What follows belongs to an exercise in optimizing a design on an open flow for few clock cycles per item; a production flow would make more cautious choices.
Function was checked by simulation only, so behaviour that the tests miss may differ from the original.

==> v23: inputs <==
==> flow/design.v (excerpt) <==
module sdram_controller(
	input 	wire 		clk,
	input	wire		arst_n,
	output reg			init_done,
	input	wire [24:0]		dbus_address,
	input	wire [6:0]		dbus_burstcount,
	input	wire 			dbus_read,
	output	wire 			dbus_readdatavalid,
	output	wire [15:0]		dbus_readdata,
	input	wire			dbus_write,
	input	wire [15:0]		dbus_writedata,
	input	wire [1:0]		dbus_byteenable,
	output	wire			dbus_waitrequest,
	output	reg				sdram_CKE,
	output	wire			sdram_nCS,
	output	wire			sdram_nRAS,
	output	wire			sdram_nCAS,
	output	wire			sdram_nWE,
	output	reg  [1:0]		sdram_BA,
	output	reg  [12:0]		sdram_ADDR,
	output	wire [1:0]		sdram_DM,
	input	wire [15:0]		sdram_DQ_in,
	output	wire [15:0]		sdram_DQ_out,
	output	wire			sdram_DQ_oe
);
localparam 	CMD_NOP = 4'b0111,
			CMD_ACT = 4'b0011,
			CMD_RD  = 4'b0101,
			CMD_WR  = 4'b0100,
			CMD_BST = 4'b0110,
			CMD_PRE = 4'b0010,
			CMD_REF = 4'b0001,
			CMD_LMR = 4'b0000;
localparam [12:0] INIT_WAIT_CKS = 13'd5556;	 
localparam [8:0]  INIT_EXTRA_REFS = 9'd256;	 
localparam [17:0] REF_INTERVAL = 18'd434;
localparam [17:0] REF_CREDIT_LMR = 18'd560;	 
localparam [17:0] REF_FORCE_BELOW = 18'd256;
localparam	PH_IDLE = 2'd0,	 
			PH_PREP = 2'd1,	 
			PH_WDATA = 2'd2,	 
			PH_RDATA = 2'd3;	 
localparam	IS_WAIT = 3'd0,
			IS_PRE  = 3'd1,
			IS_REF  = 3'd2,
			IS_LMR  = 3'd3,
			IS_XREF = 3'd4;
reg [3:0] command;
assign sdram_nCS  = command[3];
assign sdram_nRAS = command[2];
assign sdram_nCAS = command[1];
assign sdram_nWE  = command[0];
reg [2:0]  init_step;
reg [12:0] init_cnt;
reg [8:0]  init_refs;
reg [1:0]  phase;
  ...
Settings: LEC_CHECK=0, CAP_MARGIN=20, CORE_MARGIN=2, CORE_UTILIZATION=40, SLEW_MARGIN=20; clock period 5.0 ns.
run.sh (not shown) runs the stock make flow with config.mk's settings and CLKGATE_MAP_FILE= SYNTH_SCRIPT=/design/flow/synth_recipe.tcl, a recipe that flattens the netlist after the stock synthesis.
==> v7: changes against v23 <==
--- a/flow/design.v
+++ b/flow/design.v
@@ -49,20 +49,20 @@
 assign sdram_nCS  = command[3];
 assign sdram_nRAS = command[2];
 assign sdram_nCAS = command[1];
 assign sdram_nWE  = command[0];
 reg [2:0]  init_step;
 reg [12:0] init_cnt;
 reg [8:0]  init_refs;
 reg [1:0]  phase;
+reg        prev_vis;		 
 reg        sh_rd, sh_wr;
 reg [23:0] sh_addr;
 reg [6:0]  sh_len;
-reg [3:0]  sh_roweq;		 
 reg        r_rd;
 reg [1:0]  r_bank;
 reg [12:0] r_row;
 reg [8:0]  r_col;
 reg [6:0]  r_len;
 reg [6:0]  r_cnt;			 
 reg [1:0]  mru;				 
 reg [3:0]  bank_open;
@@ -94,45 +94,41 @@
 	assign act_ok[gb] = (pre_age[gb] >= 3'd3) && (act_age[gb] >= 3'd4);
 	assign rw_okx[gb]  = rw_ok[gb] && bus_ok;
 	assign pre_okx[gb] = bank_open[gb] && pre_ok[gb] && pre_glob_ok;
 	assign act_okx[gb] = !bank_open[gb] && act_ok[gb] && act_glob_ok;
 end endgenerate
 wire pre_all_ok = pre_glob_ok && (&(~bank_open | pre_ok));
 wire [1:0]  sh_bank = sh_addr[10:9];
 wire        sh_same_old = !r_rd && (r_len == 7'd1) && ({r_row, r_bank, r_col} == sh_addr);
-wire [3:0]  i_eqv = bank_open & sh_roweq;
-wire        sh_hit = i_eqv[sh_bank];
+wire        sh_hit = bank_open[sh_bank] && (bank_row[sh_bank] == sh_addr[23:11]);
 wire early = init_done && (phase == PH_IDLE) && !ref_force && sh_wr && !sh_rd &&
              (sh_len == 7'd1) && !sh_same_old && sh_hit && rw_okx[sh_bank] && g_ok;
 wire do_bst = rb_run && (rb_left == 6'd0);
 wire [3:0] p_eqv;
+wire [3:0] i_eqv;
 generate for (gb = 0; gb < 4; gb = gb + 1) begin : g_eq
 	assign p_eqv[gb] = bank_open[gb] && (bank_row[gb] == r_row);
+	assign i_eqv[gb] = bank_open[gb] && (bank_row[gb] == dbus_address[24:12]);
 end endgenerate
 wire p_go  = init_done && (phase == PH_PREP) && g_ok && !do_bst;
 wire p_rw  = p_eqv[r_bank] && rw_okx[r_bank];
 wire p_pre = !p_eqv[r_bank] && pre_okx[r_bank];
 wire p_act = act_okx[r_bank];
 wire p_rw_f  = p_go && p_rw;
 wire p_pre_f = p_go && p_pre;
 wire p_act_f = p_go && p_act;
 wire p_fire  = p_rw_f || p_pre_f || p_act_f;
-wire [1:0] i_bank = sh_bank;
-wire       i_len1 = (sh_len == 7'd1);
-wire       sh_req = sh_rd ^ sh_wr;
-wire       sh_old = ({sh_rd, sh_wr, sh_len} == {r_rd, !r_rd, r_len}) &&
-                    ({r_row, r_bank, r_col} == sh_addr);
-wire       sh_match = ({dbus_read, dbus_write, dbus_burstcount, dbus_address[24:1]} ==
-                       {sh_rd, sh_wr, sh_len, sh_addr});
-wire idle_cand = init_done && (phase == PH_IDLE) && !ref_force && !early && g_ok && sh_req && !sh_old;
-wire i_go = idle_cand && sh_match;
+wire [1:0] i_bank = dbus_address[11:10];
+wire       i_len1 = (dbus_burstcount == 7'd1);
+wire idle_base = init_done && (phase == PH_IDLE) && prev_vis && !ref_force && !early && g_ok;
+wire i_go = idle_base && in_req;
 wire [3:0] i_rwv, i_prev;
 generate for (gb = 0; gb < 4; gb = gb + 1) begin : g_iv
-	assign i_rwv[gb]  = i_eqv[gb] && rw_okx[gb] && (sh_rd || !i_len1);
+	assign i_rwv[gb]  = i_eqv[gb] && rw_okx[gb] && (dbus_read || !i_len1);
 	assign i_prev[gb] = !i_eqv[gb] && pre_okx[gb];
 end endgenerate
 wire i_rw  = i_rwv[i_bank];
 wire i_pre = i_prev[i_bank];
 wire i_act = act_okx[i_bank];
 wire i_rw_f  = i_go && i_rw;
 wire i_pre_f = i_go && i_pre;
 wire i_act_f = i_go && i_act;
@@ -141,33 +137,33 @@
 wire any_open = |bank_open;
 wire ref_all_closed_ok = !any_open &&
 	(pre_age[0] >= 3'd2) && (pre_age[1] >= 3'd2) && (pre_age[2] >= 3'd2) && (pre_age[3] >= 3'd2) &&
 	(act_age[0] >= 3'd4) && (act_age[1] >= 3'd4) && (act_age[2] >= 3'd4) && (act_age[3] >= 3'd4);
 wire do_ref_pre = ref_slot && any_open && pre_all_ok;
 wire do_ref     = ref_slot && ref_all_closed_ok;
 wire [1:0] keep = (phase == PH_PREP) ? r_bank : mru;
 wire [3:0] stale = bank_open & ~(4'b0001 << keep) & pre_ok;
-wire bg_ok = !early && !do_bst && !p_fire && !idle_cand && !ref_force && init_done &&
+wire bg_ok = !early && !do_bst && !p_fire && !(idle_base && in_req) && !ref_force && init_done &&
              g_ok && pre_glob_ok && (phase != PH_WDATA) && (stale != 4'd0);
 wire [1:0] bg_bank = stale[0] ? 2'd0 : stale[1] ? 2'd1 : stale[2] ? 2'd2 : 2'd3;
 wire init_pre = !init_done && (init_step == IS_PRE);
 wire init_ref = !init_done && (init_step == IS_REF || init_step == IS_XREF) && g_ok && ref_all_closed_ok;
 wire init_lmr = !init_done && (init_step == IS_LMR) && g_ok;
 wire [1:0]  f_bank = (phase == PH_IDLE) ? i_bank : r_bank;
-wire [12:0] f_row  = (phase == PH_IDLE) ? sh_addr[23:11] : r_row;
+wire [12:0] f_row  = (phase == PH_IDLE) ? dbus_address[24:12] : r_row;
 wire f_act = i_act_f || p_act_f;
-wire f_rd  = (i_rw_f && sh_rd) || (p_rw_f && r_rd);
-wire f_wr  = (i_rw_f && !sh_rd) || (p_rw_f && !r_rd);
+wire f_rd  = (i_rw_f && dbus_read) || (p_rw_f && r_rd);
+wire f_wr  = (i_rw_f && !dbus_read) || (p_rw_f && !r_rd);
 wire f_pre = i_pre_f || p_pre_f;
 wire issue_ref = init_ref || do_ref;
 wire issue_pre_all = init_pre || do_ref_pre || (f_pre && pre_all_ok);
 wire issue_pre_one = (f_pre && !pre_all_ok) || bg_ok;
 wire [1:0] pre_bank = bg_ok ? bg_bank : f_bank;
-wire take = early || (phase == PH_WDATA) || (p_rw_f && !r_rd) || (i_rw_f && !sh_rd);
+wire take = early || (phase == PH_WDATA) || (p_rw_f && !r_rd) || (i_rw_f && !dbus_read);
 assign dbus_waitrequest = !take;
 assign sdram_DQ_oe = take;
 assign sdram_DQ_out = dbus_writedata;
 assign sdram_DM = take ? ~dbus_byteenable : (wb_run ? 2'b11 : 2'b00);
 assign dbus_readdata = sdram_DQ_in;
 assign dbus_readdatavalid = rd_pipe[2] && (phase == PH_RDATA);
 reg [3:0]  r_cmd;
 reg [1:0]  r_ba;
@@ -205,49 +201,48 @@
 end
 always @* begin
 	command = r_cmd;
 	sdram_BA = r_ba;
 	sdram_ADDR = r_addr;
 	if (i_fire) begin
 		sdram_BA = i_bank;
 		if (i_rw) begin
-			command = sh_rd ? CMD_RD : CMD_WR;
-			sdram_ADDR = {4'd0, sh_addr[8:0]};
+			command = dbus_read ? CMD_RD : CMD_WR;
+			sdram_ADDR = {4'd0, dbus_address[9:1]};
 		end else if (i_act) begin
 			command = CMD_ACT;
-			sdram_ADDR = sh_addr[23:11];
+			sdram_ADDR = dbus_address[24:12];
 		end else begin
 			command = CMD_PRE;
 			sdram_ADDR = {2'b00, pre_all_ok, 10'd0};
 		end
 	end
 end
 function [2:0] sat_inc(input [2:0] a);
 	sat_inc = (a == 3'd7) ? a : a + 3'd1;
 endfunction
 wire [3:0] pre_mask = init_pre ? 4'b1111 : issue_pre_all ? bank_open :
                       issue_pre_one ? (4'b0001 << pre_bank) & bank_open : 4'd0;
-wire [17:0] credit_dec = ref_credit - 18'd1;
-wire [17:0] credit_inc = ref_credit + (REF_INTERVAL - 18'd1);
+wire [17:0] credit_next = ref_credit - 18'd1 + (issue_ref ? REF_INTERVAL : 18'd0);
 wire w_last = (r_cnt == r_len - 7'd1);
 integer b;
 always @(posedge clk or negedge arst_n) begin
 	if (!arst_n) begin
 		init_done <= 1'b0;
 		sdram_CKE <= 1'b0;
 		init_step <= IS_WAIT;
 		init_cnt <= INIT_WAIT_CKS;
 		init_refs <= 9'd0;
 		phase <= PH_IDLE;
+		prev_vis <= 1'b0;
 		sh_rd <= 1'b0;
 		sh_wr <= 1'b0;
 		sh_addr <= 24'd0;
 		sh_len <= 7'd0;
-		sh_roweq <= 4'b1111;
 		r_rd <= 1'b0;
 		r_bank <= 2'd0;
 		r_row <= 13'd0;
 		r_col <= 9'd0;
 		r_len <= 7'd0;
 		r_cnt <= 7'd0;
 		mru <= 2'd0;
 		bank_open <= 4'd0;
@@ -264,23 +259,21 @@
 		wb_run <= 1'b0;
 		rb_run <= 1'b0;
 		rb_left <= 6'd0;
 		rd_pipe <= 3'd0;
 		ref_credit <= 18'd0;
 		ref_force <= 1'b0;
 	end else begin
 		sdram_CKE <= 1'b1;
+		prev_vis <= in_req;
 		sh_rd <= dbus_read;
 		sh_wr <= dbus_write;
 		sh_addr <= dbus_address[24:1];
 		sh_len <= dbus_burstcount;
-		for (b = 0; b < 4; b = b + 1)
-			sh_roweq[b] <= (f_act && f_bank == b) ? (f_row == dbus_address[24:12]) :
-			                                       (bank_row[b] == dbus_address[24:12]);
 		lastact_age <= sat_inc(lastact_age);
 		ref_age <= sat_inc(ref_age);
 		lmr_age <= sat_inc(lmr_age);
 		rdend_age <= sat_inc(rdend_age);
 		for (b = 0; b < 4; b = b + 1) begin
 			act_age[b] <= sat_inc(act_age[b]);
 			pre_age[b] <= pre_mask[b] ? 3'd1 : sat_inc(pre_age[b]);
 			wr_age[b] <= sat_inc(wr_age[b]);
@@ -308,19 +301,19 @@
 					if (init_refs == INIT_EXTRA_REFS - 9'd1) init_done <= 1'b1;
 				end
 				default: ;
 			endcase
 		end
 		if (init_lmr)
 			ref_credit <= REF_CREDIT_LMR;
 		else if (init_step == IS_XREF)
-			ref_credit <= issue_ref ? credit_inc : credit_dec;
+			ref_credit <= credit_next;
 		if (init_step == IS_XREF)
-			ref_force <= (ref_credit < REF_FORCE_BELOW) && !issue_ref;
+			ref_force <= credit_next < REF_FORCE_BELOW;
 		rd_pipe <= {rd_pipe[1:0], (f_rd || (rb_run && rb_left != 6'd0))};
 		if (rb_run && rb_left != 6'd0) rb_left <= rb_left - 6'd1;
 		if (do_bst) begin
 			rb_run <= 1'b0;
 			rdend_age <= 3'd1;
 		end
 		if (phase == PH_IDLE && init_done && in_req && !ref_force && !early) begin
 			r_rd <= dbus_read;
@@ -334,17 +327,17 @@
 		if (f_act) begin
 			bank_open[f_bank] <= 1'b1;
 			bank_row[f_bank] <= f_row;
 			act_age[f_bank] <= 3'd1;
 			lastact_age <= 3'd1;
 		end
 		if (f_rd) begin
 			rb_run <= 1'b1;
-			rb_left <= (phase == PH_IDLE) ? sh_len[5:0] - 6'd1 : r_len[5:0] - 6'd1;
+			rb_left <= (phase == PH_IDLE) ? dbus_burstcount[5:0] - 6'd1 : r_len[5:0] - 6'd1;
 			wb_run <= 1'b0;
 			mru <= f_bank;
 			phase <= PH_RDATA;
 		end
 		if (f_wr) begin
 			wb_run <= 1'b1;
 			mru <= f_bank;
 			r_cnt <= 7'd1;
==> v37: changes against v23 <==
--- a/flow/design.v
+++ b/flow/design.v
@@ -49,20 +49,20 @@
 assign sdram_nCS  = command[3];
 assign sdram_nRAS = command[2];
 assign sdram_nCAS = command[1];
 assign sdram_nWE  = command[0];
 reg [2:0]  init_step;
 reg [12:0] init_cnt;
 reg [8:0]  init_refs;
 reg [1:0]  phase;
+reg        prev_vis;		 
 reg        sh_rd, sh_wr;
 reg [23:0] sh_addr;
 reg [6:0]  sh_len;
-reg [3:0]  sh_roweq;		 
 reg        r_rd;
 reg [1:0]  r_bank;
 reg [12:0] r_row;
 reg [8:0]  r_col;
 reg [6:0]  r_len;
 reg [6:0]  r_cnt;			 
 reg [1:0]  mru;				 
 reg [3:0]  bank_open;
@@ -94,45 +94,41 @@
 	assign act_ok[gb] = (pre_age[gb] >= 3'd3) && (act_age[gb] >= 3'd4);
 	assign rw_okx[gb]  = rw_ok[gb] && bus_ok;
 	assign pre_okx[gb] = bank_open[gb] && pre_ok[gb] && pre_glob_ok;
 	assign act_okx[gb] = !bank_open[gb] && act_ok[gb] && act_glob_ok;
 end endgenerate
 wire pre_all_ok = pre_glob_ok && (&(~bank_open | pre_ok));
 wire [1:0]  sh_bank = sh_addr[10:9];
 wire        sh_same_old = !r_rd && (r_len == 7'd1) && ({r_row, r_bank, r_col} == sh_addr);
-wire [3:0]  i_eqv = bank_open & sh_roweq;
-wire        sh_hit = i_eqv[sh_bank];
+wire        sh_hit = bank_open[sh_bank] && (bank_row[sh_bank] == sh_addr[23:11]);
 wire early = init_done && (phase == PH_IDLE) && !ref_force && sh_wr && !sh_rd &&
              (sh_len == 7'd1) && !sh_same_old && sh_hit && rw_okx[sh_bank] && g_ok;
 wire do_bst = rb_run && (rb_left == 6'd0);
 wire [3:0] p_eqv;
+wire [3:0] i_eqv;
 generate for (gb = 0; gb < 4; gb = gb + 1) begin : g_eq
 	assign p_eqv[gb] = bank_open[gb] && (bank_row[gb] == r_row);
+	assign i_eqv[gb] = bank_open[gb] && (bank_row[gb] == dbus_address[24:12]);
 end endgenerate
 wire p_go  = init_done && (phase == PH_PREP) && g_ok && !do_bst;
 wire p_rw  = p_eqv[r_bank] && rw_okx[r_bank];
 wire p_pre = !p_eqv[r_bank] && pre_okx[r_bank];
 wire p_act = act_okx[r_bank];
 wire p_rw_f  = p_go && p_rw;
 wire p_pre_f = p_go && p_pre;
 wire p_act_f = p_go && p_act;
 wire p_fire  = p_rw_f || p_pre_f || p_act_f;
-wire [1:0] i_bank = sh_bank;
-wire       i_len1 = (sh_len == 7'd1);
-wire       sh_req = sh_rd ^ sh_wr;
-wire       sh_old = ({sh_rd, sh_wr, sh_len} == {r_rd, !r_rd, r_len}) &&
-                    ({r_row, r_bank, r_col} == sh_addr);
-wire       sh_match = ({dbus_read, dbus_write, dbus_burstcount, dbus_address[24:1]} ==
-                       {sh_rd, sh_wr, sh_len, sh_addr});
-wire idle_cand = init_done && (phase == PH_IDLE) && !ref_force && !early && g_ok && sh_req && !sh_old;
-wire i_go = idle_cand && sh_match;
+wire [1:0] i_bank = dbus_address[11:10];
+wire       i_len1 = (dbus_burstcount == 7'd1);
+wire idle_base = init_done && (phase == PH_IDLE) && prev_vis && !ref_force && !early && g_ok;
+wire i_go = idle_base && in_req;
 wire [3:0] i_rwv, i_prev;
 generate for (gb = 0; gb < 4; gb = gb + 1) begin : g_iv
-	assign i_rwv[gb]  = i_eqv[gb] && rw_okx[gb] && (sh_rd || !i_len1);
+	assign i_rwv[gb]  = i_eqv[gb] && rw_okx[gb] && (dbus_read || !i_len1);
 	assign i_prev[gb] = !i_eqv[gb] && pre_okx[gb];
 end endgenerate
 wire i_rw  = i_rwv[i_bank];
 wire i_pre = i_prev[i_bank];
 wire i_act = act_okx[i_bank];
 wire i_rw_f  = i_go && i_rw;
 wire i_pre_f = i_go && i_pre;
 wire i_act_f = i_go && i_act;
@@ -141,33 +137,33 @@
 wire any_open = |bank_open;
 wire ref_all_closed_ok = !any_open &&
 	(pre_age[0] >= 3'd2) && (pre_age[1] >= 3'd2) && (pre_age[2] >= 3'd2) && (pre_age[3] >= 3'd2) &&
 	(act_age[0] >= 3'd4) && (act_age[1] >= 3'd4) && (act_age[2] >= 3'd4) && (act_age[3] >= 3'd4);
 wire do_ref_pre = ref_slot && any_open && pre_all_ok;
 wire do_ref     = ref_slot && ref_all_closed_ok;
 wire [1:0] keep = (phase == PH_PREP) ? r_bank : mru;
 wire [3:0] stale = bank_open & ~(4'b0001 << keep) & pre_ok;
-wire bg_ok = !early && !do_bst && !p_fire && !idle_cand && !ref_force && init_done &&
+wire bg_ok = !early && !do_bst && !p_fire && !(idle_base && in_req) && !ref_force && init_done &&
              g_ok && pre_glob_ok && (phase != PH_WDATA) && (stale != 4'd0);
 wire [1:0] bg_bank = stale[0] ? 2'd0 : stale[1] ? 2'd1 : stale[2] ? 2'd2 : 2'd3;
 wire init_pre = !init_done && (init_step == IS_PRE);
 wire init_ref = !init_done && (init_step == IS_REF || init_step == IS_XREF) && g_ok && ref_all_closed_ok;
 wire init_lmr = !init_done && (init_step == IS_LMR) && g_ok;
 wire [1:0]  f_bank = (phase == PH_IDLE) ? i_bank : r_bank;
-wire [12:0] f_row  = (phase == PH_IDLE) ? sh_addr[23:11] : r_row;
+wire [12:0] f_row  = (phase == PH_IDLE) ? dbus_address[24:12] : r_row;
 wire f_act = i_act_f || p_act_f;
-wire f_rd  = (i_rw_f && sh_rd) || (p_rw_f && r_rd);
-wire f_wr  = (i_rw_f && !sh_rd) || (p_rw_f && !r_rd);
+wire f_rd  = (i_rw_f && dbus_read) || (p_rw_f && r_rd);
+wire f_wr  = (i_rw_f && !dbus_read) || (p_rw_f && !r_rd);
 wire f_pre = i_pre_f || p_pre_f;
 wire issue_ref = init_ref || do_ref;
 wire issue_pre_all = init_pre || do_ref_pre || (f_pre && pre_all_ok);
 wire issue_pre_one = (f_pre && !pre_all_ok) || bg_ok;
 wire [1:0] pre_bank = bg_ok ? bg_bank : f_bank;
-wire take = early || (phase == PH_WDATA) || (p_rw_f && !r_rd) || (i_rw_f && !sh_rd);
+wire take = early || (phase == PH_WDATA) || (p_rw_f && !r_rd) || (i_rw_f && !dbus_read);
 assign dbus_waitrequest = !take;
 assign sdram_DQ_oe = take;
 assign sdram_DQ_out = dbus_writedata;
 assign sdram_DM = take ? ~dbus_byteenable : (wb_run ? 2'b11 : 2'b00);
 assign dbus_readdata = sdram_DQ_in;
 assign dbus_readdatavalid = rd_pipe[2] && (phase == PH_RDATA);
 reg [3:0]  r_cmd;
 reg [1:0]  r_ba;
@@ -205,49 +201,48 @@
 end
 always @* begin
 	command = r_cmd;
 	sdram_BA = r_ba;
 	sdram_ADDR = r_addr;
 	if (i_fire) begin
 		sdram_BA = i_bank;
 		if (i_rw) begin
-			command = sh_rd ? CMD_RD : CMD_WR;
-			sdram_ADDR = {4'd0, sh_addr[8:0]};
+			command = dbus_read ? CMD_RD : CMD_WR;
+			sdram_ADDR = {4'd0, dbus_address[9:1]};
 		end else if (i_act) begin
 			command = CMD_ACT;
-			sdram_ADDR = sh_addr[23:11];
+			sdram_ADDR = dbus_address[24:12];
 		end else begin
 			command = CMD_PRE;
 			sdram_ADDR = {2'b00, pre_all_ok, 10'd0};
 		end
 	end
 end
 function [2:0] sat_inc(input [2:0] a);
 	sat_inc = (a == 3'd7) ? a : a + 3'd1;
 endfunction
 wire [3:0] pre_mask = init_pre ? 4'b1111 : issue_pre_all ? bank_open :
                       issue_pre_one ? (4'b0001 << pre_bank) & bank_open : 4'd0;
-wire [17:0] credit_dec = ref_credit - 18'd1;
-wire [17:0] credit_inc = ref_credit + (REF_INTERVAL - 18'd1);
+wire [17:0] credit_next = ref_credit - 18'd1 + (issue_ref ? REF_INTERVAL : 18'd0);
 wire w_last = (r_cnt == r_len - 7'd1);
 integer b;
 always @(posedge clk or negedge arst_n) begin
 	if (!arst_n) begin
 		init_done <= 1'b0;
 		sdram_CKE <= 1'b0;
 		init_step <= IS_WAIT;
 		init_cnt <= INIT_WAIT_CKS;
 		init_refs <= 9'd0;
 		phase <= PH_IDLE;
+		prev_vis <= 1'b0;
 		sh_rd <= 1'b0;
 		sh_wr <= 1'b0;
 		sh_addr <= 24'd0;
 		sh_len <= 7'd0;
-		sh_roweq <= 4'b1111;
 		r_rd <= 1'b0;
 		r_bank <= 2'd0;
 		r_row <= 13'd0;
 		r_col <= 9'd0;
 		r_len <= 7'd0;
 		r_cnt <= 7'd0;
 		mru <= 2'd0;
 		bank_open <= 4'd0;
@@ -264,23 +259,21 @@
 		wb_run <= 1'b0;
 		rb_run <= 1'b0;
 		rb_left <= 6'd0;
 		rd_pipe <= 3'd0;
 		ref_credit <= 18'd0;
 		ref_force <= 1'b0;
 	end else begin
 		sdram_CKE <= 1'b1;
+		prev_vis <= in_req;
 		sh_rd <= dbus_read;
 		sh_wr <= dbus_write;
 		sh_addr <= dbus_address[24:1];
 		sh_len <= dbus_burstcount;
-		for (b = 0; b < 4; b = b + 1)
-			sh_roweq[b] <= (f_act && f_bank == b) ? (f_row == dbus_address[24:12]) :
-			                                       (bank_row[b] == dbus_address[24:12]);
 		lastact_age <= sat_inc(lastact_age);
 		ref_age <= sat_inc(ref_age);
 		lmr_age <= sat_inc(lmr_age);
 		rdend_age <= sat_inc(rdend_age);
 		for (b = 0; b < 4; b = b + 1) begin
 			act_age[b] <= sat_inc(act_age[b]);
 			pre_age[b] <= pre_mask[b] ? 3'd1 : sat_inc(pre_age[b]);
 			wr_age[b] <= sat_inc(wr_age[b]);
@@ -308,19 +301,19 @@
 					if (init_refs == INIT_EXTRA_REFS - 9'd1) init_done <= 1'b1;
 				end
 				default: ;
 			endcase
 		end
 		if (init_lmr)
 			ref_credit <= REF_CREDIT_LMR;
 		else if (init_step == IS_XREF)
-			ref_credit <= issue_ref ? credit_inc : credit_dec;
+			ref_credit <= credit_next;
 		if (init_step == IS_XREF)
-			ref_force <= (ref_credit < REF_FORCE_BELOW) && !issue_ref;
+			ref_force <= credit_next < REF_FORCE_BELOW;
 		rd_pipe <= {rd_pipe[1:0], (f_rd || (rb_run && rb_left != 6'd0))};
 		if (rb_run && rb_left != 6'd0) rb_left <= rb_left - 6'd1;
 		if (do_bst) begin
 			rb_run <= 1'b0;
 			rdend_age <= 3'd1;
 		end
 		if (phase == PH_IDLE && init_done && in_req && !ref_force && !early) begin
 			r_rd <= dbus_read;
@@ -334,17 +327,17 @@
 		if (f_act) begin
 			bank_open[f_bank] <= 1'b1;
 			bank_row[f_bank] <= f_row;
 			act_age[f_bank] <= 3'd1;
 			lastact_age <= 3'd1;
 		end
 		if (f_rd) begin
 			rb_run <= 1'b1;
-			rb_left <= (phase == PH_IDLE) ? sh_len[5:0] - 6'd1 : r_len[5:0] - 6'd1;
+			rb_left <= (phase == PH_IDLE) ? dbus_burstcount[5:0] - 6'd1 : r_len[5:0] - 6'd1;
 			wb_run <= 1'b0;
 			mru <= f_bank;
 			phase <= PH_RDATA;
 		end
 		if (f_wr) begin
 			wb_run <= 1'b1;
 			mru <= f_bank;
 			r_cnt <= 7'd1;
==> flow/config.mk (replaced) <==
export PLATFORM = sky130hd
export DESIGN_NAME = sdram_controller
export DESIGN_NICKNAME = sdram_controller
export VERILOG_FILES = /design/flow/design.v
export SDC_FILE = /design/flow/constraint.sdc
export NUM_CORES = 4
export LEC_CHECK = 0
export CAP_MARGIN = 20
export CORE_MARGIN = 2
export CORE_UTILIZATION = 40
export GPL_TIMING_DRIVEN = 1
export SETUP_SLACK_MARGIN = 0.2
export SLEW_MARGIN = 20
export TNS_END_PERCENT = 100
==> flow_metrics.py <==
metrics = {
    "run_status": {
        "status": "timing/DRC/antenna clean",
    },
    "sta": {
        "clock.fmax_mhz": 204.6,
    },
    "worst_setup_path": {
        "startpoint_type": "flip-flop",
    },
    "finish": {
        "nMultiInputCombCells": 1198,
    },
    "global_route": {
        "grt_max_degree": 113,
    },
    "die": {
        "placement_rows": 72,
    },
    "placed_design": {
        "place_hpwl_um": 35370,
    },
}
[end of results for v7]
==> flow_metrics.py <==
metrics = {
    "placed_design": {
        "place_hpwl_um": 33060,
    },
    "global_route": {
        "grt_max_degree": 118,
        "met2_usage_pct": 36.16,
    },
    "worst_setup_path": {
        "startpoint_type": "input port",
    },
    "finish": {
        "nMultiInputCombCells": 1170,
    },
    "sta": {
        "maxSlewHeadroom_pct": 26.22,
    },
    "logic_synthesis": {
        "synth_adder_area_share_pct": 4.829,
    },
    "run_status": {
        "status": "timing/DRC/antenna clean",
    },
}
[end of results for v23]
==> flow_metrics.py <==
metrics = {
    "run_status": {
        "status": "timing/DRC/antenna clean",
    },
    "sta": {
        "clock.fmax_mhz": 206.3,
    },
    "worst_setup_path": {
        "startpoint_type": "flip-flop",
    },
    "global_route": {
        "grt_max_degree": 113,
    },
}
[end of results for v37]
Testbench counts of v23, summed over its fixed seeds: cycles 151,135, words 130,938.
Testbench counts of v7, summed over its fixed seeds: cycles 151,115, words 130,938.
Testbench counts of v37, summed over its fixed seeds: cycles 151,115, words 130,938.

## separate check: timing with driven ports
Ports are ideal in the flow. The routed layouts listed here were re-timed in OpenROAD.
Step 1 (the two cells are an assumption about what drives the block):
set clk [get_ports {clk}]
set_driving_cell -lib_cell sky130_fd_sc_hd__clkbuf_16 $clk
set_driving_cell -lib_cell sky130_fd_sc_hd__buf_2 [delete_from_list [all_inputs] $clk]
Step 2 adds t to the input delays and takes it off the output delays; t is the mean of the earliest and latest rising clock arrival at the registers after step 1. Input paths then give back, and output paths get back, about the clock's delay inside the block.
Three values: no drivers, after step 1, after step 2; two values: the first two.
run | t (ns) | setup WS [ns] | slew at the worst register clock pin (ns) | worst data-port slew with drivers (ns)
v23 | 0.626 | 0.087 / 0.065 / 0.065 | 0.06 / 0.06 | 0.10
v7 | 0.609 | 0.113 / 0.063 / 0.091 | 0.07 / 0.07 | 0.06
v37 | 0.609 | 0.153 / 0.102 / 0.213 | 0.07 / 0.07 | 0.06
After both steps every run listed still meets setup and hold.
